Background: an optimization exercise with open tools, aiming at small area. Do not read the settings as production practice.
The RTL was checked by simulation tests, not by an equivalence proof against the original design.
Power and IR drop assume default switching activity.

==> flow/config.mk <==
export PLATFORM = sky130hd
export DESIGN_NAME = fmeter
export DESIGN_NICKNAME = fmeter
export VERILOG_FILES = /design/flow/design.v
export SDC_FILE = /design/flow/constraint.sdc
export NUM_CORES = 4
export LEC_CHECK = 0
export CAP_MARGIN = 20
export CORE_MARGIN = 2
export CORE_UTILIZATION = 40
export SLEW_MARGIN = 20
==> flow/constraint.sdc <==
create_clock -name core_clock -period 10.0 [get_ports {CLK100MHz}]
set_input_delay 2.0000 -clock core_clock [delete_from_list [all_inputs] [get_ports {CLK100MHz}]]
set_output_delay 2.0000 -clock core_clock [all_outputs]
set_load 0.01 [all_outputs]
==> flow/design.v <==
`timescale 1ns / 1ps
module fmeter(
	CLK100MHz,
	RST,
	FREQIN,
	TXD,
	LED1,
	LED2
);
input	CLK100MHz;
input	RST;
input   FREQIN;
output  TXD;
output	LED1;
output	LED2;
reg [1:0]	r_fin;
reg		r_LED1;
reg		r_txd;
reg	[11:0]	presc_uart;
reg	[27:0]	prescaler;
reg	[3:0]	frequency [0:7];
reg 	[100:0] bitresult;
parameter	PRESCR = 999999;	 
parameter 	BAUDRATE = 1735;  
assign LED1 = r_LED1;
assign LED2 = r_txd;
assign TXD = r_txd;
always @ (posedge CLK100MHz) begin
	if (RST) begin
		prescaler <= 0;
		presc_uart <= 0;
		bitresult <= {101{1'b1}};
		r_txd <= 1;
		r_LED1 <= 0;
		r_fin <= 0;
		frequency[0] <= 0;
		frequency[1] <= 0;
		frequency[2] <= 0;
		frequency[3] <= 0;
		frequency[4] <= 0;
		frequency[5] <= 0;
		frequency[6] <= 0;
		frequency[7] <= 0;
	end else begin
	if (presc_uart == BAUDRATE) begin
		presc_uart <= 0;
		r_txd <= bitresult[0];
		bitresult <= bitresult >> 1;
		bitresult[100] <= 1;
		end else presc_uart <= presc_uart + 1;
		r_fin <= r_fin >> 1;
		r_fin[1] <= FREQIN;
		if (r_fin == 2'b10) begin
		frequency[0] <= frequency[0] + 1;
		if (frequency[0] == 9) begin
			frequency[0] <= 0;
			frequency[1] <= frequency[1] + 1;
			if (frequency[1] == 9) begin
				frequency[1] <= 0;
				frequency[2] <= frequency[2] + 1;
				if (frequency[2] == 9) begin
					frequency[2] <= 0;
					frequency[3] <= frequency[3] + 1;
					if (frequency[3] == 9) begin
						frequency[3] <= 0;
						frequency[4] <= frequency[4] + 1;
						if (frequency[4] == 9) begin
							frequency[4] <= 0;
							frequency[5] <= frequency[5] + 1;
							if (frequency[5] == 9) begin
								frequency[5] <= 0;
								frequency[6] <= frequency[6] + 1;
								if (frequency[6] == 9) begin
								frequency[6] <= 0;
								frequency[7] <= frequency[7] + 1;
								end
							end
						end
					end
				end
			end
		end
	end
	if (prescaler == PRESCR) begin
		prescaler <= 0;
		bitresult[0] <= 0;
		bitresult[4:1] <= frequency[7];
		bitresult[8:5] <= 3;
		bitresult[10] <= 0;
		bitresult[14:11] <= frequency[6];
		bitresult[18:15] <= 3;
		bitresult[20] <= 0;
		bitresult[24:21] <= frequency[5];
		bitresult[28:25] <= 3;
		bitresult[30] <= 0;
		bitresult[34:31] <= frequency[4];
		bitresult[38:35] <= 3;
		bitresult[40] <= 0;
		bitresult[44:41] <= frequency[3];
		bitresult[48:45] <= 3;
		bitresult[50] <= 0;
		bitresult[54:51] <= frequency[2];
		bitresult[58:55] <= 3;
		bitresult[60] <= 0;
		bitresult[64:61] <= frequency[1];
		bitresult[68:65] <= 3;
		bitresult[70] <= 0;
		bitresult[74:71] <= frequency[0];
		bitresult[78:75] <= 3;
		bitresult[80] <= 0;
		bitresult[84:81] <= 4'b1101;
		bitresult[88:85] <= 0;
		bitresult[90] <= 0;
		bitresult[94:91] <= 4'b1010;
		bitresult[98:95] <= 0;
		frequency[0] <= (r_fin == 2'b10) ? 4'd1 : 4'd0;
		frequency[1] <= 0;
		frequency[2] <= 0;
		frequency[3] <= 0;
		frequency[4] <= 0;
		frequency[5] <= 0;
		frequency[6] <= 0;
		frequency[7] <= 0;
		r_LED1 <= !r_LED1;
	end else prescaler <= prescaler + 1;
	end
end
endmodule
==> flow/run.sh <==
#!/bin/bash
# synth_recipe.tcl (not shown) runs the flow's synth.tcl, then flattens the netlist and writes it again
# the make line also repeats each setting of config.mk as NAME=value (left out here)
make -C /OpenROAD-flow-scripts/flow DESIGN_CONFIG=/design/flow/config.mk WORK_HOME=/design/flow/orfs CLKGATE_MAP_FILE= SYNTH_SCRIPT=/design/flow/synth_recipe.tcl finish
==> impl_metrics.py, run 1 <==
metrics = {
    "layout": {
        "diodes": 0,
        "nFillCells": 1818,
        "syn_to_final_growth_pct": 9.79,
        "drive_gt1_share_pct": 6.00,
        "stdcell_count": 1084,
        "layout_common_cells": "dfxtp_1, nand2_1, nor2_1",
        "final_net_count": 845,
        "final_common_cell": "dfxtp_1",
    },
    "synthesis": {
        "yosysTopAreaCell": "dfxtp_1",
        "syn_area_per_cell_sq_um": 8.65,
        "netlist_area_sq_um": 7530,
        "synth.top_cell.area_share_pct": 46.6,
        "synth_warnings": 2,
        "synth_seq_cells": 175,
        "synth-edff-count": 0,
        "ys.flop_type": "dfxtp_1",
        "yosys-top-cells-area": "dfxtp_1, nand2_1, mux2i_1",
        "async_reset_ff_share_pct": 0,
        "ys_types": 48,
        "seq_area_frac_synth_pct": 46.6,
        "syn-instance-count": 870,
        "synth_nets": 878,
    },
    "clock_tree": {
        "clockBufferDepth": 2,
        "cts.sinks": 175,
        "cts_buffers": 17,
        "cts_setup_buffers": 0,
        "insertion_delay_ns": 0.42,
        "holdBufCountCts": 0,
        "cts_resized": 0,
        "ctsRootBufferMaster": "clkbuf_16",
        "cts_tree": "built",
        "clkTransAtPathRegs_ns": 0.07,
        "cts_max_level": 4,
    },
    "detailed_routing": {
        "wire_per_inst_um": 13.7,
        "first_pass_iters": 4,
        "drc_errors": 0,
        "num_vias": 5820,
        "drt-total-wl_um": 14900,
        "drt_iter0_markers": 399,
        "drtAntennaViolNets": 0,
        "viasPerCell": 5.37,
    },
    "setup_path": {
        "r2r_slack_ns": 7.31,
        "worstPathRequired_ns": 10.27,
        "path_max_fanout": 90,
        "crit_chain": "buf_2 -> buf_4 -> o21ba_2 -> buf_4 -> a32oi_1",
        "cp-end-kind": "register",
        "regToRegStartpoint": "prescaler[0]",
        "critPathKind": "in -> reg",
        "worst_r2r_path_depth": 6,
        "cp-start-kind": "primary input",
        "cp_slowest_stage_delay_ns": 0.73,
        "r2r_end": "bitresult[86]",
        "cp_slowest_cell": "o21ba_2",
        "crit_top_cell": "buf_4",
        "crit_arrival_ns": 3.79,
    },
    "timing": {
        "setup_viol": 0,
        "drv_slew": 0,
        "fmax_mhz": 284,
        "slew_headroom_pct": 44.0,
        "period_needed_ns": 3.52,
        "tightest_slew_ns": 0.839,
        "finClkSkew_ns": 0.0107,
        "finalHoldViolations": 0,
        "min_period_over_period_pct": 35.2,
        "tns_ns": 0,
        "rsz0062_at_grt": "no",
    },
    "floorplanning": {
        "pin_count": 6,
        "die_area_sq_um": 19900,
        "fp.dieH_um": 141,
        "core.rowCount": 50,
        "core-area_sq_um": 18600,
        "initial_core_util_pct": 40.5,
        "fp.dieW_um": 141,
    },
    "grt": {
        "grt_max_degree": 91,
        "overflow": 0,
        "grt_use_total_pct": 15.7,
        "grt_pass1_vias": 5539,
        "antenna_found_initial": 0,
        "grt_pass1_wl_um": 26100,
    },
    "placed_design": {
        "place_inst": 1052,
        "port_buffers": 5,
        "place_congestion": 0.747,
        "place_hpwl_um": 8620,
    },
    "hold_path": {
        "hold_class": "reg -> reg",
        "hold_start": "presc_uart[0]",
        "holdPathEnd": "presc_uart[0]",
        "hold_depth": 1,
    },
    "power": {
        "p_leak_uw": 0.00314,
        "power.density_nw_per_um2": 170,
        "vdd_drop_max_mv": 0.114,
    },
    "status": {
        "status": "complete, no violations",
    },
    "flow_run": {
        "drv_cap": 0,
    },
}
-- area by class of cell --
| type | count | area (sq um) | area share [%] |
|---|---|---|---|
| Clock inverter | 14 | 165 | 2.00 |
| Inverter | 13 | 48.8 | 0.591 |
| Multi-Input combinational cell | 617 | 3710 | 44.9 |
| Sequential cell | 175 | 3500 | 42.4 |
| Tap cell | 234 | 293 | 3.54 |
| Clock buffer | 18 | 439 | 5.31 |
| Timing Repair Buffer | 13 | 105 | 1.27 |
-- metrics by stage --
stage	hold WS [ns]	instance area [sq um]	worst slack [ns]	total power [uW]	util, %
floorplan	0.418	7530	6.95	741	-
global placement	0.433	7660	6.03	748	41.2
detailed placement	0.444	7660	6.03	747	41.2
CTS	0.454	8260	6.49	1430	44.5
global route	0.470	8260	6.33	1460	44.5
finish	0.451	8260	6.48	1410	44.5
-- power breakdown --
group | total, uW | switching (uW) | internal [uW] | leakage (uW)
logic | 28.0 | 18.1 | 9.91 | 0.00143
registers | 703 | 3.55 | 700 | 0.00142
clock network | 677 | 278 | 399 | 0.000296
-- worst max-delay path: cells and delay by family --
family	cells	cell delay, ns
AO/OA/AOI/OAI	2	0.88
buffers and inverters	3	0.87
-- cells in the mapped netlist (6+ instances only) --
master	instances
or3_1	20
dfxtp_1	175
nand3_1	38
mux2i_1	37
nor2b_1	11
nand4_1	16
o21ai_0	27
a32oi_1	32
a21oi_1	36
o21bai_1	37
nor4_1	8
buf_2	20
o31ai_1	11
nor2_1	74
nand2_1	149
nor3_1	8
clkbuf_1	41
inv_1	13
nand3b_1	17
xor2_1	8
or4_1	19
xnor2_1	18
a31oi_1	6
-- state kept, by name, indices dropped and copies added, names as in the netlist --
name and cells:
bitresult 99, frequency 32, presc_uart 12, prescaler 28, r_LED1 1, r_fin 2
r_txd 1
-- per-layer routing --
layer | track usage (%) | part of all wire, % | vias up
li1 | - | - | 3014
met1 | 21.6 | 51 | 2735
met2 | 24.8 | 45 | 62
met3 | 3.60 | 3.2 | 9
met4 | 4.58 | 0.81 | 0
met5 | 0 | 0 | -
-- how the worst max path moves through the flow --
stage / from / to / cells past startpoint
finish: RST / bitresult[13] / 5
global route: RST / bitresult[13] / 5
CTS: RST / bitresult[1] / 5
detailed placement: RST / bitresult[1] / 5
global placement: RST / bitresult[22] / 5
floorplan: RST / bitresult[15] / 5
-- cells by family (layout without fill, tap and decap cells) --
family	Yosys count	after routing	share of synthesized area [%]
AO/OA/AOI/OAI	157	157	14.1
XOR/XNOR	26	26	3.03
adder cells (fa/ha/maj)	5	5	0.831
buffers and inverters	78	58	4.47
flip-flops	175	175	46.6
multiplexers	37	37	4.92
AND/OR/NAND/NOR	392	392	26.1
==> run 2: changes to the inputs <==
==> flow/design.v (replaced) <==
`timescale 1ns / 1ps
module fmeter(
	CLK100MHz,
	RST,
	FREQIN,
	TXD,
	LED1,
	LED2
);
input	CLK100MHz;
input	RST;
input	FREQIN;
output	TXD;
output	LED1;
output	LED2;
reg		r_LED1;
reg		r_txd;
assign LED1 = r_LED1;
assign LED2 = r_txd;
assign TXD = r_txd;
reg	[10:0]	u;
wire		tick = ((u & 11'b11111110101) == 11'b11110000001);
wire		uclr = RST | tick;
always @(posedge CLK100MHz) begin
	u[10:1] <= ~({10{uclr}} | u[9:0]);
	u[0] <= ~uclr & (u[1] ^ u[10]);
end
reg	[19:0]	g;
wire		gate = ((g & 20'b11111111110111111111) == 20'b10000010110010100110);
wire		gclr = RST | gate;
always @(posedge CLK100MHz) begin
	g[19:1] <= ~({19{gclr}} | g[18:0]);
	g[0] <= ~gclr & (g[16] ^ g[19]);
end
reg	[1:0]	r_fin;
wire		edg = r_fin[1] & ~r_fin[0];
always @(posedge CLK100MHz) begin
	r_fin <= RST ? 2'b00 : {FREQIN, r_fin[1]};
end
reg	[3:0]	d0, d1, d2, d3, d4;
reg	[2:0]	d5;
function [3:0] bcd_inc;
	input [3:0] q;
	input c;
	begin
		bcd_inc[0] = q[0] ^ c;
		bcd_inc[1] = q[1] ^ (c & q[0] & ~q[3]);
		bcd_inc[2] = q[2] ^ (c & q[0] & q[1]);
		bcd_inc[3] = q[3] ^ (c & q[0] & (q[3] | (q[1] & q[2])));
	end
endfunction
wire	c1 = edg & d0[0] & d0[3];
wire	c2 = c1 & d1[0] & d1[3];
wire	c3 = c2 & d2[0] & d2[3];
wire	c4 = c3 & d3[0] & d3[3];
wire	c5 = c4 & d4[0] & d4[3];
wire	cclr = RST | gate;
always @(posedge CLK100MHz) begin
	d0 <= RST ? 4'd0 : bcd_inc(gate ? 4'd0 : d0, edg);
	d1 <= cclr ? 4'd0 : bcd_inc(d1, c1);
	d2 <= cclr ? 4'd0 : bcd_inc(d2, c2);
	d3 <= cclr ? 4'd0 : bcd_inc(d3, c3);
	d4 <= cclr ? 4'd0 : bcd_inc(d4, c4);
	d5 <= cclr ? 3'd0 : (d5 + {2'b00, c5});
end
reg	[6:0]	pos;
reg	[22:0]	sr;		 
reg		bitv;
reg		isdat;
always @(*) begin
	isdat = 1'b0;
	bitv = 1'b1;
	if (pos <= 7'd99) begin
		case (pos % 10)
		0: bitv = 1'b0;
		9: bitv = 1'b1;
		default: begin
			if (pos < 7'd80) begin
				if (pos % 10 >= 5) bitv = (pos % 10 <= 6);
				else if (pos < 7'd20 || pos == 7'd24) bitv = 1'b0;
				else begin
					isdat = 1'b1;
					bitv = sr[0];
				end
			end else if (pos < 7'd90)
				bitv = 8'h0D >> (pos % 10 - 1);
			else
				bitv = 8'h0A >> (pos % 10 - 1);
		end
		endcase
	end
end
always @(posedge CLK100MHz) begin
	if (RST) begin
		pos <= 7'd127;
		r_txd <= 1'b1;
		r_LED1 <= 1'b0;
	end else begin
		if (tick) begin
			r_txd <= bitv;
			if (pos == 7'd99)
				pos <= 7'd127;
			else if (pos != 7'd127)
				pos <= pos + 7'd1;
		end
		if (gate) begin
			pos <= 7'd0;
			r_LED1 <= ~r_LED1;
		end
	end
	if (gate)
		sr <= {d0, d1, d2, d3, d4, d5};
	else if (tick & isdat)
		sr <= {sr[22], sr[22:1]};
end
endmodule
==> impl_metrics.py, run 2 <==
metrics = {
    "setup_path": {
        "cp-end-kind": "register",
        "crit_arrival_ns": 4.82,
        "worstPathRequired_ns": 9.98,
        "cp-start-kind": "register",
        "cp_slowest_stage_delay_ns": 0.68,
        "worst_r2r_path_depth": 16,
        "cp_slowest_cell": "dfxtp_1",
        "crit_chain": "nor2_1 -> inv_1 -> ha_1 -> nand2b_1 -> maj3_1 -> a31oi_1 -> or3b_1 -> nand4_2 -> a31oi_1 -> or2_2 -> ha_1 -> inv_1 -> nand2_1 -> mux2i_1 -> nand4_1 -> o21bai_4",
        "path_max_fanout": 22,
        "critPathKind": "reg -> reg",
    },
    "synthesis": {
        "yosysTopAreaCell": "dfxtp_1",
        "synth-edff-count": 23,
        "syn_area_per_cell_sq_um": 9.96,
        "seq_area_frac_synth_pct": 47.3,
        "async_reset_ff_share_pct": 0,
        "ys.flop_type": "dfxtp_1",
        "yosys-top-cells-area": "dfxtp_1, edfxtp_1, mux2_2",
        "synth.most_common_cell": "dfxtp_1",
        "synth_seq_cells": 88,
        "synth.top_cell.area_share_pct": 30.9,
        "synth_warnings": 1,
        "netlist_area_sq_um": 4210,
        "syn-instance-count": 423,
        "ys_types": 67,
        "yosys-top-cells-count": "dfxtp_1, nor2_1, mux2_2, edfxtp_1, nand2_1",
        "synth_nets": 440,
    },
    "timing": {
        "period_needed_ns": 4.84,
        "tns_ns": 0,
        "rsz0062_at_grt": "no",
        "drv_slew": 0,
        "tightest_slew_ns": 0.739,
        "fmax_mhz": 207,
        "slew_headroom_pct": 50.3,
        "finClkSkew_ns": 0.0141,
        "setup_viol": 0,
        "finalHoldViolations": 0,
        "min_period_over_period_pct": 48.4,
        "hold_slack_ns": 0.392,
    },
    "layout": {
        "top_regs": "sr x23, g x20, u x11",
        "largest_register_ffs": 23,
        "final_common_cell": "dfxtp_1",
        "fin_util_pct": 44.2,
        "diodes": 0,
        "multi_input_area_sq_um": 2100,
        "final_net_count": 435,
        "regArea_sq_um": 1990,
        "layout_common_cells": "dfxtp_1, nor2_1, mux2_2",
        "largest-register": "sr",
        "drive_gt1_share_pct": 15.6,
        "nFillCells": 1005,
        "syn_to_final_growth_pct": 7.84,
    },
    "detailed_routing": {
        "drt_iter0_markers": 125,
        "drc_errors": 0,
        "num_vias": 2921,
        "drtAntennaViolNets": 0,
        "viasPerCell": 5.23,
        "drt-total-wl_um": 7530,
        "first_pass_iters": 4,
        "wire_per_inst_um": 13.5,
    },
    "floorplanning": {
        "core.rowCount": 37,
        "fp.dieH_um": 107,
        "die_area_sq_um": 11400,
        "pin_count": 6,
        "fp.dieW_um": 107,
        "initial_core_util_pct": 41.0,
        "core-area_sq_um": 10300,
    },
    "power": {
        "p_leak_uw": 0.00169,
        "total_power_uw": 622,
        "vdd_drop_max_mv": 0.120,
        "power.density_nw_per_um2": 137,
    },
    "clock_tree": {
        "cts_resized": 0,
        "holdBufCountCts": 0,
        "clockBufferDepth": 2,
        "ctsRootBufferMaster": "clkbuf_8",
        "cts_tree": "built",
        "cts_buffers": 9,
        "cts.sinks": 88,
        "clkTransAtPathRegs_ns": 0.09,
        "cts_max_level": 3,
        "insertion_delay_ns": 0.35,
        "cts_setup_buffers": 0,
    },
    "hold_path": {
        "hold_depth": 1,
        "hold_class": "reg -> reg",
    },
    "flow_run": {
        "drv_cap": 0,
    },
    "placed_design": {
        "place_hpwl_um": 5140,
        "place_congestion": 0.835,
        "port_buffers": 5,
    },
    "grt": {
        "grt_pass1_vias": 2779,
        "grt_pass1_wl_um": 12700,
        "grt_use_total_pct": 13.8,
        "grt_max_degree": 34,
        "overflow": 0,
        "antenna_found_initial": 0,
    },
    "status": {
        "status": "complete, no violations",
    },
}
run 2: cell types whose count changed after synthesis, sizes merged, moves of 25 or more:
| cell | before | now |
|---|---|---|
| o21bai | 38 | 7 |
| a32oi | 32 | 0 |
| a21oi | 36 | 11 |
| dfxtp | 175 | 65 |
| mux2i | 37 | 2 |
| clkbuf | 41 | 14 |
| mux2 | 0 | 27 |
| nand3 | 38 | 11 |
| nand2 | 149 | 23 |
run 2: through the flow:
step	worst slack, ns	instance area, sq um	instances
after detailed placement	4.94	4350	543
after global placement	5.11	4350	543
after floorplan	5.18	4210	423
after CTS	4.90	4540	559
after global routing	4.77	4540	559
final	5.16	4540	559
run 2: worst max-delay path, delay by kind of cell, from the launching register on:
| family | cells | cell delay (ns) |
|---|---|---|
| simple gates | 7 | 1.52 |
| compound gates | 3 | 0.96 |
| fa+ha+maj | 3 | 0.88 |
| flops | 1 | 0.68 |
| buf+inv | 2 | 0.24 |
| mux | 1 | 0.15 |
run 2: final cells by class:
type,instances,area share (%)
Clock buffer,10,3.03
Clock inverter,6,1.07
Inverter,9,0.743
Multi-Input combinational cell,304,46.3
Sequential cell,88,43.8
Tap cell,136,3.74
Timing Repair Buffer,6,1.27
run 2: path summary, 6_finish.rpt:
path / startpoint / endpoint / slack, ns
setup / recovery: pos[4] / sr[11] / 5.16
hold / removal: g[9] / g[10] / 0.39
setup reg to reg: pos[4] / sr[11] / 5.16
hold reg to reg: g[9] / g[10] / 0.39
run 2: power breakdown:
part / total (uW) / internal [uW] / switching (uW)
logic: 14.1 / 6.26 / 7.82
registers: 379 / 373 / 5.32
clock network: 229 / 101 / 128
run 2: kinds of logic (layout without fill, tap and decap cells):
group | count (synthesis) | count (layout) | share of synthesized area [%]
flip-flops | 88 | 88 | 47.3
XOR/XNOR | 18 | 18 | 3.92
adder cells (fa/ha/maj) | 15 | 15 | 4.39
buffers and inverters | 31 | 31 | 3.18
AO/OA/AOI/OAI | 64 | 64 | 11.2
multiplexers | 29 | 29 | 7.69
AND/OR/NAND/NOR | 178 | 178 | 22.4
run 2: routing by layer:
layer	vias to the layer above	share of wire [%]	track usage, %
met3	12	2.6	1.64
met1	1378	48	17.8
met2	41	47	23.1
met4	0	2.0	6.31
li1	1490	-	-
met5	-	0	0
==> run 3: changes to the inputs <==
--- a/flow/design.v
+++ b/flow/design.v
@@ -64,34 +64,40 @@
 	d5 <= cclr ? 3'd0 : (d5 + {2'b00, c5});
 end
-reg	[6:0]	pos;
-reg	[22:0]	sr;		 
+reg	[3:0]	bc;
+reg	[3:0]	cc;
+reg	[3:0]	s0, s1, s2, s3, s4;	 
+reg	[2:0]	s5;			 
+wire		idle = cc[3] & ~cc[2];
+reg	[3:0]	dsel;
+always @(*) begin
+	case (cc[2:0])
+	3'd0: dsel = {1'b0, s5};
+	3'd1: dsel = s4;
+	3'd2: dsel = s3;
+	3'd3: dsel = s2;
+	3'd4: dsel = s1;
+	3'd5: dsel = s0;
+	3'd6: dsel = 4'hD;
+	default: dsel = 4'hA;
+	endcase
+end
 reg		bitv;
-reg		isdat;
 always @(*) begin
-	isdat = 1'b0;
-	bitv = 1'b1;
-	if (pos <= 7'd99) begin
-		case (pos % 10)
-		0: bitv = 1'b0;
-		9: bitv = 1'b1;
-		default: begin
-			if (pos < 7'd80) begin
-				if (pos % 10 >= 5) bitv = (pos % 10 <= 6);
-				else if (pos < 7'd20 || pos == 7'd24) bitv = 1'b0;
-				else begin
-					isdat = 1'b1;
-					bitv = sr[0];
-				end
-			end else if (pos < 7'd90)
-				bitv = 8'h0D >> (pos % 10 - 1);
-			else
-				bitv = 8'h0A >> (pos % 10 - 1);
-		end
-		endcase
-	end
+	if (idle)
+		bitv = 1'b1;
+	else if (bc == 4'd3)
+		bitv = 1'b0;
+	else if (bc == 4'd12)
+		bitv = 1'b1;
+	else if (bc[3:2] == 2'b01)
+		bitv = ~cc[3] & dsel[bc[1:0]];
+	else if (bc[3:1] == 3'b100)
+		bitv = ~(~cc[3] & cc[2] & cc[1]);
+	else
+		bitv = 1'b0;
 end
 always @(posedge CLK100MHz) begin
 	if (RST) begin
-		pos <= 7'd127;
+		cc <= 4'd8;
 		r_txd <= 1'b1;
 		r_LED1 <= 1'b0;
@@ -99,18 +105,26 @@
 		if (tick) begin
 			r_txd <= bitv;
-			if (pos == 7'd99)
-				pos <= 7'd127;
-			else if (pos != 7'd127)
-				pos <= pos + 7'd1;
+			if (!idle) begin
+				if (bc == 4'd12) begin
+					bc <= 4'd3;
+					cc <= cc + 4'd1;
+				end else
+					bc <= bc + 4'd1;
+			end
 		end
 		if (gate) begin
-			pos <= 7'd0;
+			bc <= 4'd3;
+			cc <= 4'd14;
 			r_LED1 <= ~r_LED1;
 		end
 	end
-	if (gate)
-		sr <= {d0, d1, d2, d3, d4, d5};
-	else if (tick & isdat)
-		sr <= {sr[22], sr[22:1]};
+	if (gate) begin
+		s0 <= d0;
+		s1 <= d1;
+		s2 <= d2;
+		s3 <= d3;
+		s4 <= d4;
+		s5 <= d5;
+	end
 end
 endmodule
==> impl_metrics.py, run 3 <==
metrics = {
    "timing": {
        "slew_headroom_pct": 33.7,
        "fmax_mhz": 290,
        "rsz0062_at_grt": "no",
        "tightest_slew_ns": 0.995,
        "tns_ns": 0,
        "setup_viol": 0,
        "min_period_over_period_pct": 34.4,
        "finalHoldViolations": 0,
        "finClkSkew_ns": 0.0125,
        "period_needed_ns": 3.44,
        "drv_slew": 0,
    },
    "layout": {
        "drive_gt1_share_pct": 9.90,
        "nFillCells": 746,
        "layout_common_cells": "dfxtp_1, nor2_1, edfxtp_1",
        "syn_to_final_growth_pct": 11.4,
        "final_common_cell": "dfxtp_1",
        "regArea_sq_um": 2050,
        "top_regs": "g x20, u x11",
        "largest-register": "g",
        "fin_util_pct": 45.8,
        "largest_register_ffs": 20,
        "multi_input_area_sq_um": 1240,
        "final_net_count": 325,
        "diodes": 0,
    },
    "clock_tree": {
        "holdBufCountCts": 0,
        "ctsRootBufferMaster": "clkbuf_8",
        "clkTransAtPathRegs_ns": 0.08,
        "cts.sinks": 89,
        "cts_max_level": 3,
        "cts_tree": "built",
        "cts_setup_buffers": 0,
        "clockBufferDepth": 2,
        "cts_resized": 0,
        "cts_buffers": 9,
        "insertion_delay_ns": 0.34,
    },
    "setup_path": {
        "crit_chain": "clkdlybuf4s50_1 -> buf_4 -> or2_1 -> nor2_1",
        "crit_arrival_ns": 3.63,
        "cp-end-kind": "register",
        "critPathKind": "in -> reg",
        "cp-start-kind": "primary input",
        "cp_slowest_stage_delay_ns": 0.80,
        "regToRegStartpoint": "r_fin[1]",
        "setup.worst_path.start": "RST",
        "path_max_fanout": 29,
        "worstPathRequired_ns": 10.19,
        "cp_slowest_cell": "or2_1",
    },
    "grt": {
        "overflow": 0,
        "grt_use_total_pct": 13.1,
        "antenna_found_initial": 0,
        "grt_max_degree": 34,
        "grt_pass1_wl_um": 9080,
        "grt_pass1_vias": 1911,
    },
    "detailed_routing": {
        "wl_met1_um": 2720,
        "drt_iter0_markers": 41,
        "first_pass_iters": 6,
        "num_vias": 1990,
        "wire_per_inst_um": 13.1,
        "drt-total-wl_um": 5470,
        "drtAntennaViolNets": 0,
        "drc_errors": 0,
        "met3_length_um": 192,
        "top_layer": "met4",
        "wl_met2_um": 2510,
        "viasPerCell": 4.76,
    },
    "placed_design": {
        "place_hpwl_um": 3730,
        "port_buffers": 5,
        "place_congestion": 0.735,
    },
    "power": {
        "p_leak_uw": 0.00142,
        "power.density_nw_per_um2": 181,
        "vdd_drop_max_mv": 0.0635,
        "total_power_uw": 680,
    },
    "synthesis": {
        "synth_seq_cells": 89,
        "netlist_area_sq_um": 3380,
        "async_reset_ff_share_pct": 0,
        "synth_nets": 317,
        "syn_area_per_cell_sq_um": 11.3,
        "synth.top_cell.area_share_pct": 36.8,
        "synth_warnings": 1,
        "synth-edff-count": 27,
        "ys_types": 49,
        "yosysTopAreaCell": "dfxtp_1",
        "yosys-top-cells-count": "dfxtp_1, nor2_1, edfxtp_1, nand2_1, ha_1",
        "synth.most_common_cell": "dfxtp_1",
        "syn-instance-count": 300,
        "yosys-top-cells-area": "dfxtp_1, edfxtp_1, nor2_1",
        "seq_area_frac_synth_pct": 60.8,
        "ys.flop_type": "dfxtp_1",
    },
    "hold_path": {
        "hold_start": "g[9]",
        "hold_class": "reg -> reg",
    },
    "floorplanning": {
        "fp.dieW_um": 95.9,
        "die_area_sq_um": 9190,
        "core-area_sq_um": 8220,
        "pin_count": 6,
        "initial_core_util_pct": 41.1,
        "core.rowCount": 33,
        "fp.dieH_um": 95.9,
    },
    "flow_run": {
        "drv_cap": 0,
    },
    "status": {
        "status": "complete, no violations",
    },
}
==> run 3: critical path, delay by kind of cell <==
kind          cells  cell delay (ns)
buf+inv           2             0.70
simple gates      2             0.92
==> run 3: cells by family (layout without fill, tap and decap cells) <==
| logic type | after synthesis | after routing | synth area share (%) |
|---|---|---|---|
| buf+inv | 17 | 30 | 2.63 |
| compound gates | 31 | 31 | 6.37 |
| simple gates | 126 | 126 | 18.5 |
| flops | 89 | 89 | 60.8 |
| mux | 8 | 8 | 2.63 |
| fa+ha+maj | 14 | 14 | 5.19 |
| xor+xnor | 15 | 15 | 3.89 |
==> run 3: stage by stage <==
stage	hold slack, ns	setup slack [ns]	cell area [sq um]	instances
final	0.384	6.56	3760	418
after global routing	0.390	6.42	3760	418
after CTS	0.385	6.55	3760	418
after detailed placement	0.371	6.19	3520	402
after global placement	0.373	6.21	3520	402
after floorplan	0.368	7.21	3380	300
==> run 3: layout make-up <==
| class | count | area share (%) |
|---|---|---|
| clock buffers | 14 | 5.49 |
| inverters | 7 | 0.699 |
| flip-flops and latches | 89 | 54.6 |
| multi-input cells | 194 | 33.0 |
| clock inverters | 2 | 1.03 |
| repair buffers | 7 | 1.73 |
| well taps | 105 | 3.49 |
==> run 3: metal layers <==
metal | track usage (%) | vias to the layer above
li1 | - | 1043
met1 | 16.9 | 923
met2 | 20.5 | 19
met3 | 4.07 | 5
met4 | 5.00 | 0
met5 | 0 | -
==> run 3: where the power goes <==
part           switching [uW]  internal (uW)
Combinational            7.68           6.13
Sequential               5.39            380
Clock                     119            162
Total                     132            548
==> run 3: worst paths after layout <==
| kind | end | slack [ns] | depth (start not counted) |
|---|---|---|---|
| hold / removal | g[10] | 0.38 | 1 |
| setup reg to reg | d5[2] | 6.95 | 14 |
| setup / recovery | d3[2] | 6.56 | 4 |
| hold reg to reg | g[10] | 0.38 | 1 |
==> run 4: changes to the inputs <==
--- a/flow/design.v
+++ b/flow/design.v
@@ -39,4 +39,5 @@
 end
 reg	[3:0]	d0, d1, d2, d3, d4;
+wire		d5clr;
 reg	[2:0]	d5;
 function [3:0] bcd_inc;
@@ -62,22 +63,30 @@
 	d3 <= cclr ? 4'd0 : bcd_inc(d3, c3);
 	d4 <= cclr ? 4'd0 : bcd_inc(d4, c4);
-	d5 <= cclr ? 3'd0 : (d5 + {2'b00, c5});
+	d5 <= (RST | d5clr) ? 3'd0 : (d5 + {2'b00, c5});
 end
-reg	[3:0]	bc;
+reg	[4:0]	jb;
 reg	[3:0]	cc;
 reg	[3:0]	s0, s1, s2, s3, s4;	 
-reg	[2:0]	s5;			 
 wire		idle = cc[3] & ~cc[2];
-reg	[3:0]	dsel;
+wire		stopb = jb[4] & ~jb[3];
+assign		d5clr = tick & stopb & (cc == 4'd0);
+function dbit;
+	input [3:0] d;
+	input [2:0] t;
+	begin
+		dbit = t[2] ? d[3] : t[1] ? d[2] : t[0] ? d[1] : d[0];
+	end
+endfunction
+reg		dv;
 always @(*) begin
 	case (cc[2:0])
-	3'd0: dsel = {1'b0, s5};
-	3'd1: dsel = s4;
-	3'd2: dsel = s3;
-	3'd3: dsel = s2;
-	3'd4: dsel = s1;
-	3'd5: dsel = s0;
-	3'd6: dsel = 4'hD;
-	default: dsel = 4'hA;
+	3'd0: dv = dbit({1'b0, d5}, jb[3:1]);
+	3'd1: dv = dbit(s4, jb[3:1]);
+	3'd2: dv = dbit(s3, jb[3:1]);
+	3'd3: dv = dbit(s2, jb[3:1]);
+	3'd4: dv = dbit(s1, jb[3:1]);
+	3'd5: dv = dbit(s0, jb[3:1]);
+	3'd6: dv = dbit(4'hD, jb[3:1]);
+	default: dv = dbit(4'hA, jb[3:1]);
 	endcase
 end
@@ -86,14 +95,10 @@
 	if (idle)
 		bitv = 1'b1;
-	else if (bc == 4'd3)
-		bitv = 1'b0;
-	else if (bc == 4'd12)
-		bitv = 1'b1;
-	else if (bc[3:2] == 2'b01)
-		bitv = ~cc[3] & dsel[bc[1:0]];
-	else if (bc[3:1] == 3'b100)
-		bitv = ~(~cc[3] & cc[2] & cc[1]);
+	else if (~jb[4])
+		bitv = jb[0] & ~cc[3] & dv;		 
+	else if (jb[1])
+		bitv = ~(~cc[3] & cc[2] & cc[1]);	 
 	else
-		bitv = 1'b0;
+		bitv = ~jb[3];				 
 end
 always @(posedge CLK100MHz) begin
@@ -105,18 +110,16 @@
 		if (tick) begin
 			r_txd <= bitv;
-			if (!idle) begin
-				if (bc == 4'd12) begin
-					bc <= 4'd3;
-					cc <= cc + 4'd1;
-				end else
-					bc <= bc + 4'd1;
-			end
+			if (stopb & ~idle)
+				cc <= cc + 4'd1;
 		end
 		if (gate) begin
-			bc <= 4'd3;
 			cc <= 4'd14;
 			r_LED1 <= ~r_LED1;
 		end
 	end
+	if (gate)
+		jb <= 5'd0;
+	else if (tick)
+		jb <= {jb[3:0], ~jb[4]};
 	if (gate) begin
 		s0 <= d0;
@@ -125,5 +128,4 @@
 		s3 <= d3;
 		s4 <= d4;
-		s5 <= d5;
 	end
 end
--- a/flow/config.mk
+++ b/flow/config.mk
@@ -8,4 +8,6 @@
 export CAP_MARGIN = 20
 export CORE_MARGIN = 2
-export CORE_UTILIZATION = 40
+export CORE_UTILIZATION = 85
+export CTS_BUF_LIST = sky130_fd_sc_hd__clkbuf_8
+export PLACE_DENSITY = 0.9
 export SLEW_MARGIN = 20
==> impl_metrics.py, run 4 <==
metrics = {
    "power": {
        "p_clk_share_pct": 37.9,
        "combPwrFrac_pct": 2.6,
        "total_power_uw": 631,
        "vdd_drop_max_mv": 0.198,
        "cellInternalPower_uw": 489,
        "power.switching_uw": 143,
        "p_leak_uw": 0.00134,
        "power_frac_seq_pct": 59.5,
        "p_sw_share_pct": 22.6,
        "power.density_nw_per_um2": 178,
    },
    "timing": {
        "tightest_slew_ns": 0.768,
        "min_period_over_period_pct": 37.5,
        "finalHoldViolations": 0,
        "finClkSkew_ns": 0.0139,
        "drv_slew": 0,
        "tns_ns": 0,
        "slew_headroom_pct": 48.4,
        "setup_viol": 0,
        "rsz0062_at_grt": "no",
        "fmax_mhz": 267,
        "period_needed_ns": 3.75,
    },
    "synthesis": {
        "syn_area_per_cell_sq_um": 11.2,
        "synth_warnings": 1,
        "ys.flop_type": "dfxtp_1",
        "synth.top_cell.area_share_pct": 40.9,
        "syn-instance-count": 293,
        "synth.most_common_cell": "dfxtp_1",
        "yosysTopAreaCell": "dfxtp_1",
        "synth-edff-count": 20,
        "ys_types": 49,
        "synth_nets": 308,
        "yosys-top-cells-count": "dfxtp_1, nor2_1, edfxtp_1, ha_1",
        "synth_seq_cells": 87,
        "netlist_area_sq_um": 3280,
        "seq_area_frac_synth_pct": 59.1,
        "yosys-top-cells-area": "dfxtp_1, edfxtp_1, nor2_1",
        "async_reset_ff_share_pct": 0,
    },
    "clock_tree": {
        "holdBufCountCts": 0,
        "clockBufferDepth": 2,
        "cts_buffers": 9,
        "cts_setup_buffers": 0,
        "cts_max_level": 3,
        "cts_tree": "built",
        "clkTransAtPathRegs_ns": 0.09,
        "cts_resized": 0,
        "cts.sinks": 87,
        "ctsRootBufferMaster": "clkbuf_8",
        "insertion_delay_ns": 0.36,
    },
    "layout": {
        "drive_gt1_share_pct": 9.21,
        "syn_to_final_growth_pct": 8.00,
        "multi_input_area_sq_um": 1270,
        "largest-register": "g",
        "nFillCells": 82,
        "top_regs": "g x20, u x11, jb x5",
        "regArea_sq_um": 1940,
        "layout_common_cells": "dfxtp_1, nor2_1, edfxtp_1",
        "final_common_cell": "dfxtp_1",
        "final_net_count": 314,
        "largest_register_ffs": 20,
        "diodes": 0,
    },
    "floorplanning": {
        "pin_count": 6,
        "die_area_sq_um": 4380,
        "fp.dieH_um": 66.2,
        "fp.dieW_um": 66.2,
        "core-area_sq_um": 3690,
        "initial_core_util_pct": 89.0,
        "core.rowCount": 22,
    },
    "setup_path": {
        "cp-end-kind": "register",
        "path_max_fanout": 22,
        "cp-start-kind": "primary input",
        "crit_arrival_ns": 3.99,
        "r2r_slack_ns": 6.83,
        "critPathKind": "in -> reg",
        "crit_chain": "clkdlybuf4s50_1 -> or2_0 -> buf_4 -> nor2_1",
        "cp_slowest_cell": "clkdlybuf4s50_1",
        "cp_slowest_stage_delay_ns": 0.97,
        "worstPathRequired_ns": 10.25,
    },
    "detailed_routing": {
        "first_pass_iters": 7,
        "drc_errors": 0,
        "wire_per_inst_um": 22.8,
        "drt_iter0_markers": 357,
        "num_vias": 2365,
        "drt-total-wl_um": 8010,
        "viasPerCell": 6.72,
        "drtAntennaViolNets": 0,
    },
    "flow_run": {
        "drv_cap": 0,
    },
    "grt": {
        "grt_max_degree": 33,
        "grt_pass1_wl_um": 12500,
        "grt_use_total_pct": 40.6,
        "overflow": 0,
        "antenna_found_initial": 0,
        "grt_pass1_vias": 2409,
    },
    "placed_design": {
        "place_hpwl_um": 4290,
        "port_buffers": 5,
        "place_congestion": 0.982,
    },
    "status": {
        "status": "complete, no violations",
    },
    "hold_path": {
        "hold_class": "reg -> reg",
    },
}
## run 4: logic make-up (layout without fill, tap and decap cells)
group	count (synthesis)	count (layout)	share of synthesized area [%]
AO/OA/AOI/OAI	24	24	5.03
multiplexers	17	17	5.53
adder cells (fa/ha/maj)	12	12	4.57
flip-flops	87	87	59.1
XOR/XNOR	15	15	4.00
AND/OR/NAND/NOR	120	120	19.2
buffers and inverters	18	29	2.48
## run 4: area by class of cell
| cell class | instances | area share [%] |
|---|---|---|
| Sequential cell | 87 | 54.8 |
| Timing Repair Buffer | 7 | 1.83 |
| Inverter | 6 | 0.635 |
| Tap cell | 48 | 1.69 |
| Clock buffer | 9 | 3.49 |
| Clock inverter | 7 | 1.80 |
| Multi-Input combinational cell | 188 | 35.8 |
## run 4: metal layers
| metal | part of all wire [%] | vias to the layer above | track usage [%] |
|---|---|---|---|
| met5 | 0 | - | 0 |
| met4 | 4.7 | 0 | 23.7 |
| met3 | 8.3 | 49 | 10.2 |
| met2 | 49 | 176 | 67.9 |
| met1 | 38 | 1127 | 47.0 |
| li1 | - | 1013 | - |
## run 4: stage by stage
stage	hold WS [ns]	setup slack [ns]	area (sq um)	utilization [%]	cells
floorplan	0.368	7.16	3280	-	293
global placement	0.371	6.05	3360	91.0	336
detailed placement	0.386	5.94	3360	91.0	336
CTS	0.412	6.28	3550	96.1	352
global route	0.429	6.18	3550	96.1	352
finish	0.406	6.25	3550	96.1	352
## run 4: critical path: cells and delay by family
kind	cells	cell delay, ns
buffers and inverters	2	1.33
AND/OR/NAND/NOR	2	0.66
## run 4: worst paths after layout
check | depth (start not counted) | from | end
worst max-delay path | 4 | RST | d1[3]
worst min-delay path | 1 | g[9] | g[10]
worst max register to register | 14 | r_fin[1] | d5[2]
worst min register to register | 1 | g[9] | g[10]
## run 4: power groups by stage
stage | Combinational [uW] | Sequential, uW | Clock [uW]
3_5_place_dp | 15.0 | 383 | 0
6_report | 16.2 | 376 | 239
3_3_place_gp | 13.5 | 382 | 0
5_1_grt | 17.5 | 377 | 251
2_1_floorplan | 11.5 | 380 | 0
4_1_cts | 16.1 | 376 | 237
==> run 5: changes to the inputs <==
--- a/flow/config.mk
+++ b/flow/config.mk
@@ -10,4 +10,6 @@
 export CORE_UTILIZATION = 85
 export CTS_BUF_LIST = sky130_fd_sc_hd__clkbuf_8
+export CTS_CLUSTER_DIAMETER = 60
+export CTS_CLUSTER_SIZE = 20
 export PLACE_DENSITY = 0.9
 export SLEW_MARGIN = 20
==> impl_metrics.py, run 5 <==
metrics = {
    "status": {
        "status": "complete, no violations",
    },
    "clock_tree": {
        "cts_buffers": 9,
        "clkTransAtPathRegs_ns": 0.09,
        "clockBufferDepth": 2,
        "cts.sinks": 87,
        "ctsRootBufferMaster": "clkbuf_8",
        "holdBufCountCts": 0,
        "cts_resized": 0,
        "cts_tree": "built",
        "insertion_delay_ns": 0.36,
        "cts_setup_buffers": 0,
        "cts_max_level": 3,
    },
    "placed_design": {
        "dp_slack_ns": 5.94,
        "port_buffers": 5,
        "place_area_sq_um": 3360,
        "place_congestion": 0.982,
        "place_hpwl_um": 4290,
    },
    "synthesis": {
        "async_reset_ff_share_pct": 0,
        "synth.most_common_cell": "dfxtp_1",
        "synth.top_cell.area_share_pct": 40.9,
        "yosys-top-cells-area": "dfxtp_1, edfxtp_1, nor2_1",
        "seq_area_frac_synth_pct": 59.1,
        "synth_nets": 308,
        "synth_warnings": 1,
        "syn-instance-count": 293,
        "yosys-top-cells-count": "dfxtp_1, nor2_1, edfxtp_1, ha_1",
        "synth-edff-count": 20,
        "ys.flop_type": "dfxtp_1",
        "netlist_area_sq_um": 3280,
        "syn_area_per_cell_sq_um": 11.2,
        "yosysTopAreaCell": "dfxtp_1",
        "ys_types": 49,
        "synth_seq_cells": 87,
    },
    "timing": {
        "fmax_mhz": 267,
        "finalHoldViolations": 0,
        "slew_headroom_pct": 48.4,
        "finClkSkew_ns": 0.0139,
        "setup_viol": 0,
        "worst_slack_ns": 6.25,
        "min_period_over_period_pct": 37.5,
        "tightest_slew_ns": 0.768,
        "tns_ns": 0,
        "drv_slew": 0,
        "period_needed_ns": 3.75,
        "rsz0062_at_grt": "no",
    },
    "grt": {
        "grt_max_degree": 33,
        "grt_use_total_pct": 40.6,
        "antenna_found_initial": 0,
        "grt_pass1_vias": 2409,
        "grt_pass1_wl_um": 12500,
        "overflow": 0,
    },
    "setup_path": {
        "regToRegStartpoint": "r_fin[1]",
        "path_max_fanout": 22,
        "crit_arrival_ns": 3.99,
        "setup.worst_path.start": "RST",
        "worstPathRequired_ns": 10.25,
        "r2r_end": "d5[2]",
        "critPathKind": "in -> reg",
        "r2r_slack_ns": 6.83,
        "cp-start-kind": "primary input",
        "worst_r2r_path_depth": 14,
        "endpoint": "d1[3]",
        "cp-end-kind": "register",
    },
    "floorplanning": {
        "die_area_sq_um": 4380,
        "fp.dieH_um": 66.2,
        "core-area_sq_um": 3690,
        "fp.dieW_um": 66.2,
        "pin_count": 6,
        "initial_core_util_pct": 89.0,
        "core.rowCount": 22,
    },
    "detailed_routing": {
        "viasPerCell": 6.72,
        "drt-total-wl_um": 8010,
        "first_pass_iters": 7,
        "drtAntennaViolNets": 0,
        "drc_errors": 0,
        "num_vias": 2365,
        "drt_iter0_markers": 357,
        "wire_per_inst_um": 22.8,
    },
    "power": {
        "total_power_uw": 631,
        "p_leak_uw": 0.00134,
        "power.density_nw_per_um2": 178,
        "vdd_drop_max_mv": 0.198,
    },
    "layout": {
        "drive_gt1_share_pct": 9.21,
        "design_area_sq_um": 3550,
        "final_common_cell": "dfxtp_1",
        "syn_to_final_growth_pct": 8.00,
        "final_net_count": 314,
        "top_regs": "g x20, u x11, jb x5",
        "largest_register_ffs": 20,
        "layout_common_cells": "dfxtp_1, nor2_1, edfxtp_1",
        "diodes": 0,
        "largest-register": "g",
    },
    "flow_run": {
        "drv_cap": 0,
    },
    "hold_path": {
        "hold_class": "reg -> reg",
    },
}
-- run 5: cell counts in the layout (fill, tap and decap cells not counted) --
Identical to the previous run, type by type.
-- run 5: how the worst min path moves through the flow --
stage / start / end / slack (ns) / depth (start not counted)
finish: g[9] / g[10] / 0.41 / 1
global route: g[9] / g[10] / 0.43 / 1
CTS: g[9] / g[10] / 0.41 / 1
detailed placement: g[9] / g[10] / 0.39 / 1
global placement: g[9] / g[10] / 0.37 / 1
floorplan: g[9] / g[10] / 0.37 / 1
-- run 5: power breakdown --
part | switching, uW | total [uW] | internal (uW)
Sequential | 7.97 | 376 | 368
Combinational | 9.40 | 16.2 | 6.77
Clock | 126 | 239 | 114
Total | 143 | 631 | 489
-- run 5: worst max-delay path: stages --
cell	delay (ns)
clkdlybuf4s50_1	0.97
or2_0	0.55
buf_4	0.36
nor2_1	0.11
-- run 5: cells by family after synthesis --
logic type | Yosys count | share of synthesized area (%)
multiplexers | 17 | 5.53
XOR/XNOR | 15 | 4.00
flip-flops | 87 | 59.1
buffers and inverters | 18 | 2.48
AND/OR/NAND/NOR | 120 | 19.2
AO/OA/AOI/OAI | 24 | 5.03
adder cells (fa/ha/maj) | 12 | 4.57
-- run 5: routing by layer --
metal / GRT usage (%) / vias to the layer above / share of wire (%)
met3: 10.2 / 49 / 8.3
met1: 47.0 / 1127 / 38
met5: 0 / - / 0
met2: 67.9 / 176 / 49
li1: - / 1013 / -
met4: 23.7 / 0 / 4.7
-- run 5: area by class of cell --
type	count	area, sq um
sequential	87	1940
multi-input combinational	188	1270
fill	82	143
clock buffer	9	124
timing repair buffer	7	65.1
clock inverter	7	63.8
tap	48	60.1
inverter	6	22.5
-- run 5: metrics by stage --
| step | std cells | hold WS (ns) | util (%) |
|---|---|---|---|
| 2_1_floorplan | 293 | 0.368 | - |
| 3_3_place_gp | 336 | 0.371 | 91.0 |
| 3_5_place_dp | 336 | 0.386 | 91.0 |
| 4_1_cts | 352 | 0.412 | 96.1 |
| 5_1_grt | 352 | 0.429 | 96.1 |
| 6_report | 352 | 0.406 | 96.1 |
==> run 6: changes to the inputs <==
--- a/flow/config.mk
+++ b/flow/config.mk
@@ -9,7 +9,7 @@
 export CORE_MARGIN = 2
 export CORE_UTILIZATION = 85
-export CTS_BUF_LIST = sky130_fd_sc_hd__clkbuf_8
-export CTS_CLUSTER_DIAMETER = 60
-export CTS_CLUSTER_SIZE = 20
+export CTS_BUF_LIST = sky130_fd_sc_hd__clkbuf_16
+export CTS_CLUSTER_DIAMETER = 100
+export CTS_CLUSTER_SIZE = 30
 export PLACE_DENSITY = 0.9
 export SLEW_MARGIN = 20
==> impl_metrics.py, run 6 <==
metrics = {
    "synthesis": {
        "seq_area_frac_synth_pct": 59.1,
        "synth_warnings": 1,
        "synth.top_cell.area_share_pct": 40.9,
        "yosys-top-cells-count": "dfxtp_1, nor2_1, edfxtp_1, ha_1",
        "syn_area_per_cell_sq_um": 11.2,
        "synth_nets": 308,
        "ys.flop_type": "dfxtp_1",
        "yosys-top-cells-area": "dfxtp_1, edfxtp_1, nor2_1",
        "async_reset_ff_share_pct": 0,
        "netlist_area_sq_um": 3280,
        "synth_seq_cells": 87,
        "syn-instance-count": 293,
        "yosysTopAreaCell": "dfxtp_1",
        "synth.most_common_cell": "dfxtp_1",
        "synth-edff-count": 20,
        "ys_types": 49,
    },
    "status": {
        "error_line": "[ERROR DPL-0033] detailed placement checks failed during check placement.",
        "status": "stopped before the end",
        "lastStage": "4_1_cts",
    },
    "floorplanning": {
        "pin_count": 6,
        "fp.dieW_um": 66.2,
        "initial_core_util_pct": 89.0,
        "core.rowCount": 22,
        "fp.dieH_um": 66.2,
    },
    "clock_tree": {
        "clockBufferDepth": 2,
        "cts_setup_buffers": 0,
        "cts_max_level": 3,
        "cts_resized": 0,
        "holdBufCountCts": 0,
        "ctsRootBufferMaster": "clkbuf_16",
        "cts.sinks": 87,
        "cts_buffers": 9,
    },
    "placed_design": {
        "port_buffers": 5,
        "place_hpwl_um": 4290,
        "place_congestion": 0.982,
        "dp_slack_ns": 5.94,
    },
}
-- run 6: logic make-up after synthesis --
| family | synth area share (%) |
|---|---|
| simple gates | 19.2 |
| xor+xnor | 4.00 |
| mux | 5.53 |
| compound gates | 5.03 |
| flops | 59.1 |
| fa+ha+maj | 4.57 |
| buf+inv | 2.48 |
-- run 6: power by group through the flow --
stage	Clock (uW)	Sequential (uW)	Combinational [uW]
3_5_place_dp	0	383	15.0
3_3_place_gp	0	382	13.5
2_1_floorplan	0	380	11.5
-- run 6: stage by stage --
step           std cells  hold WS (ns)  utilization, %  cell area, sq um
2_1_floorplan        293         0.368               -              3280
3_3_place_gp         336         0.371            91.0              3360
3_5_place_dp         336         0.386            91.0              3360
-- run 6: worst max path at each step --
stage	from	to	cells after the start
detailed placement	RST	d1[1]	4
global placement	RST	d0[3]	4
floorplan	RST	d3[1]	5
==> run 7: changes to the inputs <==
--- a/flow/config.mk
+++ b/flow/config.mk
@@ -8,8 +8,8 @@
 export CAP_MARGIN = 20
 export CORE_MARGIN = 2
-export CORE_UTILIZATION = 85
+export CORE_UTILIZATION = 75
 export CTS_BUF_LIST = sky130_fd_sc_hd__clkbuf_16
 export CTS_CLUSTER_DIAMETER = 100
 export CTS_CLUSTER_SIZE = 30
-export PLACE_DENSITY = 0.9
+export PLACE_DENSITY = 0.85
 export SLEW_MARGIN = 20
==> impl_metrics.py, run 7 <==
metrics = {
    "flow_run": {
        "drv_cap": 0,
    },
    "synthesis": {
        "synth-edff-count": 20,
        "synth_seq_cells": 87,
        "async_reset_ff_share_pct": 0,
        "seq_area_frac_synth_pct": 59.1,
        "yosys-top-cells-count": "dfxtp_1, nor2_1, edfxtp_1, ha_1",
        "syn_area_per_cell_sq_um": 11.2,
        "synth.most_common_cell": "dfxtp_1",
        "synth_nets": 308,
        "ys.flop_type": "dfxtp_1",
        "syn-instance-count": 293,
        "synth_warnings": 1,
        "ys_types": 49,
        "yosysTopAreaCell": "dfxtp_1",
        "yosys-top-cells-area": "dfxtp_1, edfxtp_1, nor2_1",
        "synth.top_cell.area_share_pct": 40.9,
        "netlist_area_sq_um": 3280,
    },
    "timing": {
        "fmax_mhz": 283,
        "finClkSkew_ns": 0.00712,
        "tns_ns": 0,
        "drv_slew": 0,
        "min_period_over_period_pct": 35.4,
        "setup_viol": 0,
        "tightest_slew_ns": 0.766,
        "rsz0062_at_grt": "no",
        "finalHoldViolations": 0,
        "period_needed_ns": 3.54,
        "slew_headroom_pct": 48.8,
    },
    "setup_path": {
        "critPathKind": "in -> reg",
        "r2r_slack_ns": 6.92,
        "endpoint": "d0[3]",
        "cp-end-kind": "register",
        "path_max_fanout": 27,
        "worstPathRequired_ns": 10.21,
        "cp-start-kind": "primary input",
        "cp_slowest_cell": "clkdlybuf4s50_1",
        "cp_slowest_stage_delay_ns": 0.97,
        "worst_r2r_path_depth": 14,
        "crit_arrival_ns": 3.74,
        "crit_chain": "clkdlybuf4s50_1 -> or2_0 -> buf_4 -> nor2_1",
        "r2r_end": "d5[2]",
        "setup.worst_path.start": "RST",
        "regToRegStartpoint": "r_fin[1]",
    },
    "placed_design": {
        "place_hpwl_um": 3760,
        "place_inst": 340,
        "port_buffers": 5,
        "place_congestion": 0.855,
    },
    "layout": {
        "largest-register": "g",
        "final_common_cell": "dfxtp_1",
        "stdcell_count": 356,
        "nFillCells": 227,
        "final_net_count": 314,
        "layout_common_cells": "dfxtp_1, nor2_1, edfxtp_1",
        "largest_register_ffs": 20,
        "top_regs": "g x20, u x11, jb x5",
        "drive_gt1_share_pct": 9.21,
        "diodes": 0,
        "syn_to_final_growth_pct": 11.1,
    },
    "detailed_routing": {
        "drtAntennaViolNets": 0,
        "drt_iter0_markers": 236,
        "viasPerCell": 5.91,
        "drc_errors": 0,
        "first_pass_iters": 4,
        "drt-total-wl_um": 6060,
        "wire_per_inst_um": 17.0,
        "num_vias": 2103,
    },
    "status": {
        "status": "complete, no violations",
    },
    "clock_tree": {
        "cts_resized": 0,
        "cts_setup_buffers": 0,
        "holdBufCountCts": 0,
        "cts_tree": "built",
        "cts.sinks": 87,
        "clockBufferDepth": 2,
        "clkTransAtPathRegs_ns": 0.06,
        "cts_max_level": 3,
        "ctsRootBufferMaster": "clkbuf_16",
        "cts_buffers": 9,
        "insertion_delay_ns": 0.33,
    },
    "floorplanning": {
        "fp.dieH_um": 70.2,
        "fp.dieW_um": 70.2,
        "core.rowCount": 24,
        "core-area_sq_um": 4290,
        "pin_count": 6,
        "die_area_sq_um": 4920,
        "initial_core_util_pct": 76.5,
    },
    "grt": {
        "grt_pass1_wl_um": 10000,
        "grt_use_total_pct": 27.5,
        "overflow": 0,
        "grt_max_degree": 28,
        "antenna_found_initial": 0,
        "grt_pass1_vias": 2044,
    },
    "power": {
        "power.density_nw_per_um2": 192,
        "vdd_drop_max_mv": 0.140,
        "p_leak_uw": 0.00138,
    },
    "hold_path": {
        "hold_class": "reg -> reg",
    },
}
-- run 7: cell counts after synthesis --
Identical to the previous run, type by type.
-- run 7: cell families (layout without fill, tap and decap cells) --
logic type,after synthesis,after routing,share of synthesized area [%]
and+or+nand+nor,120,120,19.2
DFF,87,87,59.1
AOI/OAI and AO/OA,24,24,5.03
buffers and inverters,18,29,2.48
muxes,17,17,5.53
xor gates and xnor gates,15,15,4.00
adders and majority gates,12,12,4.57
-- run 7: through the flow --
stage / utilization [%] / total power [uW] / setup WS [ns] / hold WS [ns] / area (sq um)
global route: 84.9 / 720 / 6.34 / 0.400 / 3650
finish: 84.9 / 699 / 6.46 / 0.390 / 3650
floorplan: - / 392 / 7.16 / 0.368 / 3280
global placement: 78.3 / 396 / 6.23 / 0.372 / 3360
detailed placement: 78.3 / 397 / 6.16 / 0.390 / 3360
CTS: 84.9 / 704 / 6.50 / 0.399 / 3650
-- run 7: critical path: cells and delay by family --
| kind | cells | cell delay [ns] |
|---|---|---|
| buffers and inverters | 2 | 1.31 |
| AND/OR/NAND/NOR | 2 | 0.43 |
-- run 7: worst min path at each step --
stage | from | endpoint | slack, ns | depth (start not counted)
after floorplan | g[9] | g[10] | 0.37 | 1
after global placement | g[9] | g[10] | 0.37 | 1
after detailed placement | u[3] | u[4] | 0.39 | 1
after CTS | u[3] | u[4] | 0.40 | 1
after global routing | u[3] | u[4] | 0.40 | 1
final | u[3] | u[4] | 0.39 | 1
-- run 7: power breakdown --
| part | internal (uW) | switching [uW] |
|---|---|---|
| clock | 181 | 128 |
| sequential | 369 | 6.62 |
| combinational | 6.70 | 8.16 |
-- run 7: layout make-up --
type | count | area, sq um | share of cell area (%)
flip-flops and latches | 87 | 1940 | 53.3
multi-input cells | 188 | 1270 | 34.8
clock buffers | 10 | 250 | 6.86
repair buffers | 7 | 65.1 | 1.78
clock inverters | 6 | 32.5 | 0.892
inverters | 6 | 22.5 | 0.618
well taps | 52 | 65.1 | 1.78
-- run 7: metal layers --
| metal | up-vias | wire [um] | share of wire [%] | global-route usage, % |
|---|---|---|---|---|
| li1 | 1019 | - | - | - |
| met4 | 0 | 101 | 1.7 | 10.7 |
| met2 | 52 | 3070 | 51 | 45.2 |
| met5 | - | 0 | 0 | 0 |
| met3 | 10 | 290 | 4.8 | 7.79 |
| met1 | 1022 | 2600 | 43 | 34.7 |
==> run 8: changes to the inputs <==
==> flow/flow/run.sh (new file) <==
#!/bin/bash
# Standard layout, with clock tree synthesis told not to add dummy loads.
set -euo pipefail
export CTS_ARGS="-sink_clustering_enable -repair_clock_nets -dont_use_dummy_load -buf_list sky130_fd_sc_hd__clkbuf_8 -sink_clustering_size 30 -sink_clustering_max_diameter 80"
bash standard.sh finish > standard_flow.log 2>&1
==> flow/standard.sh (new file) <==
#!/bin/bash
# synth_recipe.tcl (not shown) runs the flow's synth.tcl, then flattens the netlist and writes it again
# the make line also repeats each setting of config.mk as NAME=value (left out here)
make -C /OpenROAD-flow-scripts/flow DESIGN_CONFIG=/design/flow/config.mk WORK_HOME=/design/flow/orfs CLKGATE_MAP_FILE= SYNTH_SCRIPT=/design/flow/synth_recipe.tcl "${@:-finish}"
==> flow/config.mk (replaced) <==
export PLATFORM = sky130hd
export DESIGN_NAME = fmeter
export DESIGN_NICKNAME = fmeter
export VERILOG_FILES = /design/flow/design.v
export SDC_FILE = /design/flow/constraint.sdc
export NUM_CORES = 4
export LEC_CHECK = 0
export CAP_MARGIN = 20
export CORE_MARGIN = 2
export CORE_UTILIZATION = 85
export CTS_BUF_LIST = sky130_fd_sc_hd__clkbuf_8
export PLACE_DENSITY = 0.9
export SLEW_MARGIN = 20
removed: flow/run.sh
==> impl_metrics.py, run 8 <==
metrics = {
    "clock_tree": {
        "cts_buffers": 9,
        "cts_setup_buffers": 0,
        "cts_tree": "built",
        "cts.sinks": 87,
        "ctsRootBufferMaster": "clkbuf_8",
        "clkTransAtPathRegs_ns": 0.08,
        "holdBufCountCts": 0,
        "insertion_delay_ns": 0.36,
        "cts_resized": 0,
        "clockBufferDepth": 2,
        "cts_max_level": 3,
    },
    "setup_path": {
        "cp-start-kind": "primary input",
        "crit_arrival_ns": 4.09,
        "r2r_slack_ns": 6.79,
        "r2r_end": "d5[2]",
        "critPathKind": "in -> reg",
        "regToRegStartpoint": "r_fin[1]",
        "worstPathRequired_ns": 10.23,
        "path_max_fanout": 22,
        "cp-end-kind": "register",
        "worst_r2r_path_depth": 14,
    },
    "power": {
        "power.density_nw_per_um2": 166,
        "p_leak_uw": 0.00130,
        "vdd_drop_max_mv": 0.170,
        "total_power_uw": 580,
    },
    "synthesis": {
        "yosys-top-cells-area": "dfxtp_1, edfxtp_1, nor2_1",
        "syn_area_per_cell_sq_um": 11.2,
        "ys_types": 49,
        "synth.top_cell.area_share_pct": 40.9,
        "ys.flop_type": "dfxtp_1",
        "synth.most_common_cell": "dfxtp_1",
        "synth-edff-count": 20,
        "synth_nets": 308,
        "async_reset_ff_share_pct": 0,
        "netlist_area_sq_um": 3280,
        "synth_seq_cells": 87,
        "yosys-top-cells-count": "dfxtp_1, nor2_1, edfxtp_1, ha_1",
        "synth_warnings": 1,
        "seq_area_frac_synth_pct": 59.1,
        "syn-instance-count": 293,
        "yosysTopAreaCell": "dfxtp_1",
    },
    "layout": {
        "top_regs": "g x20, u x11, jb x5",
        "multi_input_area_sq_um": 1270,
        "syn_to_final_growth_pct": 6.06,
        "design_area_sq_um": 3480,
        "layout_common_cells": "dfxtp_1, nor2_1, edfxtp_1",
        "largest-register": "g",
        "regArea_sq_um": 1940,
        "largest_register_ffs": 20,
        "nFillCells": 110,
        "final_common_cell": "dfxtp_1",
        "fin_util_pct": 94.4,
        "final_net_count": 314,
        "drive_gt1_share_pct": 7.74,
        "diodes": 0,
    },
    "detailed_routing": {
        "wire_per_inst_um": 21.7,
        "met3_length_um": 564,
        "drt-total-wl_um": 7480,
        "viasPerCell": 6.67,
        "num_vias": 2301,
        "top_layer": "met4",
        "drc_errors": 0,
        "first_pass_iters": 5,
        "wl_met1_um": 2900,
        "wl_met2_um": 3670,
        "drtAntennaViolNets": 0,
        "drt_iter0_markers": 312,
    },
    "floorplanning": {
        "fp.dieH_um": 66.2,
        "fp.dieW_um": 66.2,
        "pin_count": 6,
        "core.rowCount": 22,
        "die_area_sq_um": 4380,
        "initial_core_util_pct": 89.0,
        "core-area_sq_um": 3690,
    },
    "placed_design": {
        "port_buffers": 5,
        "place_area_sq_um": 3360,
        "place_hpwl_um": 4290,
        "place_congestion": 0.982,
    },
    "timing": {
        "fmax_mhz": 259,
        "rsz0062_at_grt": "no",
        "drv_slew": 0,
        "slew_headroom_pct": 46.9,
        "period_needed_ns": 3.86,
        "hold_slack_ns": 0.402,
        "tns_ns": 0,
        "finClkSkew_ns": 0.0254,
        "tightest_slew_ns": 0.794,
        "finalHoldViolations": 0,
        "min_period_over_period_pct": 38.6,
        "setup_viol": 0,
    },
    "grt": {
        "antenna_found_initial": 0,
        "grt_pass1_wl_um": 11900,
        "grt_use_total_pct": 38.5,
        "grt_pass1_vias": 2321,
        "overflow": 0,
        "grt_max_degree": 33,
    },
    "hold_path": {
        "holdPathEnd": "g[10]",
        "hold_class": "reg -> reg",
        "hold_depth": 1,
        "hold_start": "g[9]",
    },
    "flow_run": {
        "drv_cap": 0,
    },
    "status": {
        "status": "complete, no violations",
    },
}
[run 8: how the worst max path moves through the flow]
stage | slack, ns | startpoint | to | cells after the start
after floorplan | 7.16 | RST | d3[1] | 5
after global placement | 6.05 | RST | d0[3] | 4
after detailed placement | 5.94 | RST | d1[1] | 4
after CTS | 6.24 | RST | d0[3] | 4
after global routing | 6.12 | RST | d1[3] | 4
final | 6.14 | RST | d0[3] | 4
[run 8: cell type report]
type	count	area share, %
timing repair buffer	7	1.87
clock buffer	9	3.56
inverter	6	0.647
multi-input combinational	188	36.4
tap	48	1.72
sequential	87	55.8
[run 8: stage by stage]
stage	instances	setup slack (ns)
final	345	6.14
after global routing	345	6.12
after CTS	345	6.24
after detailed placement	336	5.94
after global placement	336	6.05
after floorplan	293	7.16
[run 8: critical path: stages]
cell	delay, ns
clkdlybuf4s50_1	0.99
or2_0	0.62
buf_4	0.37
nor2_1	0.10
[run 8: kinds of logic (layout without fill, tap and decap cells)]
family	Yosys count	count (layout)	synth area share [%]
and+or+nand+nor	120	120	19.2
DFF	87	87	59.1
AOI/OAI and AO/OA	24	24	5.03
buffers and inverters	18	22	2.48
muxes	17	17	5.53
xor gates and xnor gates	15	15	4.00
adders and majority gates	12	12	4.57
[run 8: metal layers]
metal	track usage (%)	up-vias
met4	20.9	0
met1	45.8	1120
met3	9.88	37
met2	63.9	136
li1	-	1008
met5	0	-
[run 8: where the power goes]
group	total (uW)	switching (uW)	internal, uW
logic	15.7	8.91	6.80
registers	376	7.54	368
clock network	188	107	80.7

[afterwards: timing with drivers on the ports]
Ports are ideal in the flow. The routed layouts listed here were re-timed in OpenROAD.
Step 1, drivers: a clkbuf_16 drives CLK100MHz and a buf_2 each remaining input, both assumed.
Step 2 adds t to the input delays and takes it off the output delays; t is the mean of the earliest and latest rising clock arrival at the registers after step 1. Input paths then give back, and output paths get back, about the clock's delay inside the block.
Three values: ideal, step 1, step 2; two values: the first two.
run	t, ns	slack for setup (ns)	hold WS [ns]	latest minus earliest clock arrival (ns)
run 1	0.459	6.485 / 6.509 / 6.050	0.451 / 0.451 / 0.451	0.011 / 0.010
run 2	0.375	5.164 / 5.164 / 5.164	0.392 / 0.392 / 0.392	0.014 / 0.014
run 3	0.367	6.555 / 6.559 / 6.192	0.384 / 0.384 / 0.384	0.013 / 0.013
run 4	0.386	6.255 / 6.259 / 5.873	0.406 / 0.406 / 0.406	0.014 / 0.015
run 5	0.386	6.255 / 6.259 / 5.873	0.406 / 0.406 / 0.406	0.014 / 0.015
run 7	0.360	6.465 / 6.474 / 6.114	0.390 / 0.390 / 0.390	0.008 / 0.007
run 8	0.371	6.143 / 6.146 / 5.775	0.402 / 0.402 / 0.402	0.026 / 0.026
After both steps every run listed still meets setup and hold. For run 1, which loses most, drivers alone change the setup slack by +0.024 ns; drivers and shift together by -0.435 ns.
